This is an optimization exercise on Yosys and OpenROAD, whose aim is small area, a short achievable clock period and few clock cycles per item, not a production implementation. At most, simulation tests tie the RTL to the original design; equivalence was not proved.

==> flow/design.v <==
module skadd #(parameter N = 32) (
  input [N-1:0] a,
  input [N-1:0] b,
  input ci,
  output [N-1:0] s,
  output co
);
  localparam M = N + 1;
  localparam LV = (M <= 2) ? 1 : (M <= 4) ? 2 : (M <= 8) ? 3 : (M <= 16) ? 4 : (M <= 32) ? 5 : (M <= 64) ? 6 : 7;
  wire [M-1:0] g [0:LV];
  wire [M-1:0] p [0:LV];
  assign g[0] = {a & b, ci};
  assign p[0] = {a ^ b, 1'b0};
  genvar l, i;
  generate
    for (l = 0; l < LV; l = l + 1) begin : lv
      for (i = 0; i < M; i = i + 1) begin : bt
        if ((i >> l) & 1) begin : nd
          localparam integer J = ((i >> l) << l) - 1;
          assign g[l+1][i] = g[l][i] | (p[l][i] & g[l][J]);
          assign p[l+1][i] = p[l][i] & p[l][J];
        end else begin : ps
          assign g[l+1][i] = g[l][i];
          assign p[l+1][i] = p[l][i];
        end
      end
    end
  endgenerate
  assign s = p[0][N:1] ^ g[LV][N-1:0];
  assign co = g[LV][N];
endmodule
module inc32(
  input [31:0] x,
  input ci,
  output [31:0] y
);
  wire [8:0] bc;
  assign bc[0] = ci;
  genvar k;
  generate
    for (k = 0; k < 8; k = k + 1) begin : blk
      wire [3:0] xs = x[4*k+3:4*k];
      assign bc[k+1] = bc[k] & (&xs);
      assign y[4*k]   = xs[0] ^ bc[k];
      assign y[4*k+1] = xs[1] ^ (bc[k] & xs[0]);
      assign y[4*k+2] = xs[2] ^ (bc[k] & xs[0] & xs[1]);
      assign y[4*k+3] = xs[3] ^ (bc[k] & xs[0] & xs[1] & xs[2]);
    end
  endgenerate
endmodule
`timescale 1ns / 1ps
module minisys_ex(
  input clock,
  input reset,
  input [31:0] instr,
  input [31:0] opcplus4,
  input [31:0] rs_value,
  input [31:0] rt_value,
  input [1:0] fwd_a_sel,
  input [1:0] fwd_b_sel,
  input [31:0] mem_result,
  input [31:0] wb_data,
  output stall,
  output [31:0] alu_result,
  output zero,
  output overflow,
  output div_zero,
  output [4:0] waddr,
  output [31:0] rt_data
);
  wire [5:0] op = instr[31:26];
  wire [5:0] fn = instr[5:0];
  wire [4:0] rt = instr[20:16];
  wire op0   = (op == 6'h00);
  wire rfmt  = op0 | (op == 6'h10);
  wire ifmt  = (op[5:3] == 3'b001);
  wire lfmt  = (op[5:3] == 3'b100);
  wire sfmt  = (op[5:3] == 3'b101);
  wire br    = (op == 6'h04) | (op == 6'h05) |
               ((op == 6'h01) & ((rt == 5'd0) | (rt == 5'd1) | (rt == 5'd17))) |
               (((op == 6'h07) | (op == 6'h06)) & (rt == 5'd0));
  wire aluop1 = rfmt | ifmt;
  wire alusrc = ifmt | lfmt | sfmt;
  wire jal   = (op == 6'h03);
  wire jalr  = op0 & (fn == 6'h09);
  wire mfhi  = op0 & (fn == 6'h10);
  wire mflo  = op0 & (fn == 6'h12);
  wire mthi  = op0 & (fn == 6'h11);
  wire mtlo  = op0 & (fn == 6'h13);
  wire mfc0  = (op == 6'h10) & (fn[5:3] == 3'b000);
  wire sft   = op0 & (fn[5:3] == 3'b000);
  wire mdop  = op0 & (fn[5:2] == 4'b0110);
  wire isdiv = fn[1];
  wire mdsgn = ~fn[0];
  wire usehl = op0 & (fn[5:4] == 2'b01) & ~fn[2];
  wire zext  = (op == 6'h0c) | (op == 6'h0d) | (op == 6'h0e) | (op == 6'h0b);
  assign waddr = (rfmt & ~mfc0) ? instr[15:11] : instr[20:16];
  wire [2:0] exe_lo = ifmt ? op[2:0] : fn[2:0];
  wire [2:0] ctl = aluop1 ? exe_lo : (br ? 3'b010 : 3'b000);
  wire [31:0] a = (fwd_a_sel == 2'b00) ? rs_value : (fwd_a_sel == 2'b01) ? mem_result : wb_data;
  wire [31:0] bf = (fwd_b_sel == 2'b00) ? rt_value : (fwd_b_sel == 2'b01) ? mem_result : wb_data;
  wire [31:0] imm = {{16{instr[15] & ~zext}}, instr[15:0]};
  wire [31:0] b = alusrc ? imm : bf;
  assign rt_data = bf;
  wire sub = ctl[1];
  wire sgn = ~ctl[0];
  wire [32:0] xa = {sgn & a[31], a};
  wire [32:0] xb = {sgn & b[31], b} ^ {33{sub}};
  wire [32:0] sum;
  wire sum_co;
  skadd #(33) alu_add(.a(xa), .b(xb), .ci(sub), .s(sum), .co(sum_co));
  reg [31:0] lg;
  always @* begin
    case (ctl[1:0])
      2'b00: lg = a & b;
      2'b01: lg = a | b;
      2'b10: lg = a ^ b;
      default: lg = ~(a | b);
    endcase
  end
  wire [31:0] res = ctl[2] ? lg : sum[31:0];
  wire [31:0] hs = xa[31:0] ^ xb[31:0];
  wire [31:0] need = {xa[30:0] | xb[30:0], sub};
  wire zero_as = (hs == need);
  assign zero = ctl[2] ? (lg == 32'd0) : zero_as;
  assign overflow = (ctl == 3'b000) ? ((a[31] == b[31]) & (a[31] != sum[31])) :
                    (ctl == 3'b010) ? ((a[31] != b[31]) & (b[31] != sum[31])) : 1'b0;
  wire v11 = (fn[1:0] == 2'b01);                  
  wire [4:0] amt = v11 ? 5'd0 : (fn[2] ? a[4:0] : instr[10:6]);
  wire big = fn[2] & ~v11 & (|a[31:5]);
  wire left = ~fn[1];
  wire fill = fn[1] & fn[0] & bf[31];
  reg [31:0] brev, srev;
  integer i;
  always @* for (i = 0; i < 32; i = i + 1) brev[i] = bf[31 - i];
  wire [31:0] s0 = left ? brev : bf;
  wire [31:0] s1 = amt[0] ? {fill, s0[31:1]} : s0;
  wire [31:0] s2 = amt[1] ? {{2{fill}}, s1[31:2]} : s1;
  wire [31:0] s3 = amt[2] ? {{4{fill}}, s2[31:4]} : s2;
  wire [31:0] s4 = amt[3] ? {{8{fill}}, s3[31:8]} : s3;
  wire [31:0] s5 = amt[4] ? {{16{fill}}, s4[31:16]} : s4;
  always @* for (i = 0; i < 32; i = i + 1) srev[i] = s5[31 - i];
  reg [31:0] hi, lo, m;
  reg [4:0] cnt;
  reg dtop, dv, msg, sbr, fq, fr, div0, bprev, mfix;
  wire stepping = (cnt != 5'd0);
  wire fixing = fq | fr;
  wire busy = stepping | fixing;
  wire bz = (bf == 32'd0);
  wire sa = mdsgn & a[31];
  wire sb = mdsgn & bf[31];
  wire issue = mdop & ~busy & ~(isdiv & bz);
  wire fixc = ~stepping & fixing;
  assign stall = busy & usehl;
  assign div_zero = (mdop & isdiv) ? bz : div0;
  wire [31:0] nx = fixc ? (fq ? hi : lo) : a;
  wire ns = fixc | (mdop & isdiv & sa);
  wire [31:0] nu;
  inc32 neg_inc(.x(nx ^ {32{ns}}), .ci(ns), .y(nu));
  wire corr = mfix & (cnt == 5'd1);
  wire [3:0] mb = lo[3:0] & {4{~corr}};
  wire [33:0] mx = {{2{msg & m[31]}}, m};
  wire [2:0] bd0 = {mb[1], mb[0], bprev};
  wire [2:0] bd1 = {mb[3], mb[2], mb[1]};
  wire one0 = bd0[1] ^ bd0[0];
  wire two0 = (bd0 == 3'b100) | (bd0 == 3'b011);
  wire one1 = bd1[1] ^ bd1[0];
  wire two1 = (bd1 == 3'b100) | (bd1 == 3'b011);
  wire [33:0] pp0 = (({34{one0}} & mx) | ({34{two0}} & {mx[32:0], 1'b0})) ^ {34{bd0[2]}};
  wire [33:0] pp1 = (({34{one1}} & mx) | ({34{two1}} & {mx[32:0], 1'b0})) ^ {34{bd1[2]}};
  wire [35:0] x0 = {{4{hi[31]}}, hi};
  wire [35:0] x1 = {{2{pp0[33]}}, pp0};
  wire [35:0] x2 = {pp1, bd1[2], bd1[2]};
  wire [35:0] sv = x0 ^ x1 ^ x2;
  wire [35:0] cv = (x0 & x1) | (x0 & x2) | (x1 & x2);
  wire [35:0] macc;
  wire macc_co;
  skadd #(36) m_add(.a(sv), .b({cv[34:0], bd1[2]}), .ci(bd0[2]), .s(macc), .co(macc_co));
  wire [31:0] mhi = corr ? macc[31:0] : macc[35:4];
  wire [31:0] mlo = corr ? lo : {macc[3:0], lo[31:4]};
  wire [32:0] me = sbr ? {1'b1, m} : ~{1'b0, m};
  wire [32:0] w1 = {lo, dtop};
  wire [32:0] t1;
  wire c1;
  skadd #(33) d1(.a(w1), .b(me), .ci(~sbr), .s(t1), .co(c1));
  wire [31:0] r1 = c1 ? t1[31:0] : w1[31:0];
  wire [32:0] w2 = {r1, hi[31]};
  wire [32:0] t2;
  wire c2;
  skadd #(33) d2(.a(w2), .b(me), .ci(~sbr), .s(t2), .co(c2));
  wire [31:0] r2 = c2 ? t2[31:0] : w2[31:0];
  wire [32:0] w3 = {r2, hi[30]};
  wire [32:0] t3;
  wire c3;
  skadd #(33) d3(.a(w3), .b(me), .ci(~sbr), .s(t3), .co(c3));
  wire [31:0] r3 = c3 ? t3[31:0] : w3[31:0];
  always @(posedge clock) begin
    if (reset) begin
      hi <= 32'd0; lo <= 32'd0; cnt <= 5'd0; fq <= 1'b0; fr <= 1'b0; div0 <= 1'b0;
    end else begin
      if (mdop & isdiv) div0 <= bz;
      if (stepping) begin
        cnt <= cnt - 5'd1;
        if (dv) begin
          dtop <= hi[29];
          hi <= {hi[28:0], c1, c2, c3};
          lo <= r3;
        end else begin
          hi <= mhi;
          lo <= mlo;
          bprev <= mb[3] | (bprev & corr);
        end
      end else if (fixing) begin
        if (fq) begin hi <= nu; fq <= 1'b0; end
        else begin lo <= nu; fr <= 1'b0; end
      end else if (issue) begin
        m <= bf;
        dv <= isdiv;
        msg <= ~isdiv & mdsgn;
        sbr <= isdiv & sb;
        bprev <= 1'b0;
        mfix <= ~isdiv & ~mdsgn & a[31];
        if (isdiv) begin
          cnt <= 5'd11;
          dtop <= 1'b0;
          hi <= nu;
          lo <= 32'd0;
          fq <= sa ^ sb;
          fr <= sa;
        end else begin
          cnt <= (~mdsgn & a[31]) ? 5'd9 : 5'd8;
          hi <= 32'd0;
          lo <= nu;
        end
      end else if (mthi) begin
        hi <= nu;
      end else if (mtlo) begin
        lo <= nu;
      end
    end
  end
  wire slt = (ctl[2:1] == 2'b01) & aluop1 & ~(~ifmt & (fn[5:3] == 3'b100));
  wire s_hi = mfhi;
  wire s_lo = mflo;
  wire s_lui = ifmt & (op[2:0] == 3'b111);
  wire s_shl = sft & left & ~big;
  wire s_shr = sft & ~left & ~big;
  wire s_fill = sft & ~left & big & fill;
  wire s_slt = slt & ~sft & ~mflo;
  wire s_pc = jal | jalr;
  wire s_res = ~(s_hi | s_lo | s_lui | sft | s_slt | s_pc);
  assign alu_result = ({32{s_hi}} & hi) | ({32{s_lo}} & lo) | ({32{s_lui}} & {instr[15:0], 16'd0}) |
                      ({32{s_shl}} & srev) | ({32{s_shr}} & s5) | {32{s_fill}} |
                      {31'd0, s_slt & sum[32]} | ({32{s_pc}} & opcplus4) | ({32{s_res}} & res);
endmodule
==> flow/config.mk <==
export PLATFORM = sky130hd
export DESIGN_NAME = minisys_ex
export DESIGN_NICKNAME = minisys_ex
export VERILOG_FILES = /design/flow/design.v
export SDC_FILE = /design/flow/constraint.sdc
export NUM_CORES = 4
export LEC_CHECK = 0
export CAP_MARGIN = 40
export CORE_MARGIN = 2
export CORE_UTILIZATION = 40
export SETUP_SLACK_MARGIN = 4
export SLEW_MARGIN = 45
==> flow/constraint.sdc <==
create_clock -name core_clock -period 14.0 [get_ports {clock}]
set_input_delay 2.8000 -clock core_clock [delete_from_list [all_inputs] [get_ports {clock}]]
set_output_delay 2.8000 -clock core_clock [all_outputs]
set_load 0.01 [all_outputs]
standard.sh (not shown) runs the stock make flow with config.mk's settings and CLKGATE_MAP_FILE= SYNTH_SCRIPT=/design/flow/synth_recipe.tcl, a recipe that flattens the netlist after the stock synthesis.
==> flow/flow/run.sh <==
#!/bin/bash
set -euo pipefail
export BUFFER_PORTS_ARGS="-buffer_cell sky130_fd_sc_hd__buf_2"
bash standard.sh finish > standard_make.log 2>&1
The starting point passed the timing, design-rule and antenna checks.
Testbench counts at the start, summed over its fixed seeds: cycles 20,197, instructions 12,000.
Change:
--- a/flow/design.v
+++ b/flow/design.v
@@ -139,8 +139,30 @@
   wire [31:0] s3 = amt[2] ? {{4{fill}}, s2[31:4]} : s2;
   wire [31:0] s4 = amt[3] ? {{8{fill}}, s3[31:8]} : s3;
   wire [31:0] s5 = amt[4] ? {{16{fill}}, s4[31:16]} : s4;
   always @* for (i = 0; i < 32; i = i + 1) srev[i] = s5[31 - i];
+  function [36:0] skf;
+    input [35:0] x;
+    input [35:0] y;
+    input ci;
+    reg [36:0] g, p, gn, pn;
+    integer l, k, j;
+    begin
+      g = {x & y, ci};
+      p = {x ^ y, 1'b0};
+      for (l = 0; l < 6; l = l + 1) begin
+        gn = g; pn = p;
+        for (k = 0; k < 37; k = k + 1)
+          if ((k >> l) & 1) begin
+            j = ((k >> l) << l) - 1;
+            gn[k] = g[k] | (p[k] & g[j]);
+            pn[k] = p[k] & p[j];
+          end
+        g = gn; p = pn;
+      end
+      skf = {g[36], (x ^ y) ^ g[35:0]};
+    end
+  endfunction
   reg [31:0] hi, lo, m;
   reg [4:0] cnt;
   reg dtop, dv, msg, sbr, fq, fr, div0, bprev, mfix;
   wire stepping = (cnt != 5'd0);
@@ -172,28 +194,27 @@
   wire [35:0] x1 = {{2{pp0[33]}}, pp0};
   wire [35:0] x2 = {pp1, bd1[2], bd1[2]};
   wire [35:0] sv = x0 ^ x1 ^ x2;
   wire [35:0] cv = (x0 & x1) | (x0 & x2) | (x1 & x2);
-  wire [35:0] macc;
-  wire macc_co;
-  skadd #(36) m_add(.a(sv), .b({cv[34:0], bd1[2]}), .ci(bd0[2]), .s(macc), .co(macc_co));
+  wire [36:0] maccf = skf(sv, {cv[34:0], bd1[2]}, bd0[2]);
+  wire [35:0] macc = maccf[35:0];
   wire [31:0] mhi = corr ? macc[31:0] : macc[35:4];
   wire [31:0] mlo = corr ? lo : {macc[3:0], lo[31:4]};
   wire [32:0] me = sbr ? {1'b1, m} : ~{1'b0, m};
   wire [32:0] w1 = {lo, dtop};
-  wire [32:0] t1;
-  wire c1;
-  skadd #(33) d1(.a(w1), .b(me), .ci(~sbr), .s(t1), .co(c1));
+  wire [36:0] f1 = skf({3'b000, w1}, {3'b000, me}, ~sbr);
+  wire [32:0] t1 = f1[32:0];
+  wire c1 = f1[33];
   wire [31:0] r1 = c1 ? t1[31:0] : w1[31:0];
   wire [32:0] w2 = {r1, hi[31]};
-  wire [32:0] t2;
-  wire c2;
-  skadd #(33) d2(.a(w2), .b(me), .ci(~sbr), .s(t2), .co(c2));
+  wire [36:0] f2 = skf({3'b000, w2}, {3'b000, me}, ~sbr);
+  wire [32:0] t2 = f2[32:0];
+  wire c2 = f2[33];
   wire [31:0] r2 = c2 ? t2[31:0] : w2[31:0];
   wire [32:0] w3 = {r2, hi[30]};
-  wire [32:0] t3;
-  wire c3;
-  skadd #(33) d3(.a(w3), .b(me), .ci(~sbr), .s(t3), .co(c3));
+  wire [36:0] f3 = skf({3'b000, w3}, {3'b000, me}, ~sbr);
+  wire [32:0] t3 = f3[32:0];
+  wire c3 = f3[33];
   wire [31:0] r3 = c3 ? t3[31:0] : w3[31:0];
   always @(posedge clock) begin
     if (reset) begin
       hi <= 32'd0; lo <= 32'd0; cnt <= 5'd0; fq <= 1'b0; fr <= 1'b0; div0 <= 1'b0;
Core utilization climbs by 0.67 points.
Via count barely changes.
First-iteration DRC count shrinks by 6.7%.
Register-to-register slack loses 0.13 ns.
Sequential cell count is unchanged.
Setup slack loses 0.33 ns.
Area after synthesis goes down by 0.94%.
The RTL of the second run of this note was laid out without a check of its function.

[separate check: timing with driven ports]
How much do the figures lean on ideal ports? The routed layouts below were timed once more, with nothing changed but the port constraints.
Step 1, drivers: a clkbuf_16 drives clock and a buf_2 each remaining input, both assumed.
Step 2 times the ports against the registers' clock, not the clock port: input delays grow and output delays shrink by t, the midpoint of the rising clock arrivals with the driver on.
Three values: ideal ports, drivers, drivers and shift; two values: the first two.
| run | t, ns | setup WS [ns] | hold slack, ns | worst setup path at the end |
|---|---|---|---|---|
| the first run | 0.448 | 3.731 / 3.707 / 3.707 | 0.489 / 0.489 / 0.489 | input to output |
| the second run | 0.440 | 3.397 / 3.296 / 3.296 | 0.551 / 0.551 / 0.551 | input to output |
After both steps every run listed still meets setup and hold. The setup slack of the second run, which loses most, moves by -0.101 ns with the drivers and by -0.101 ns with both steps.
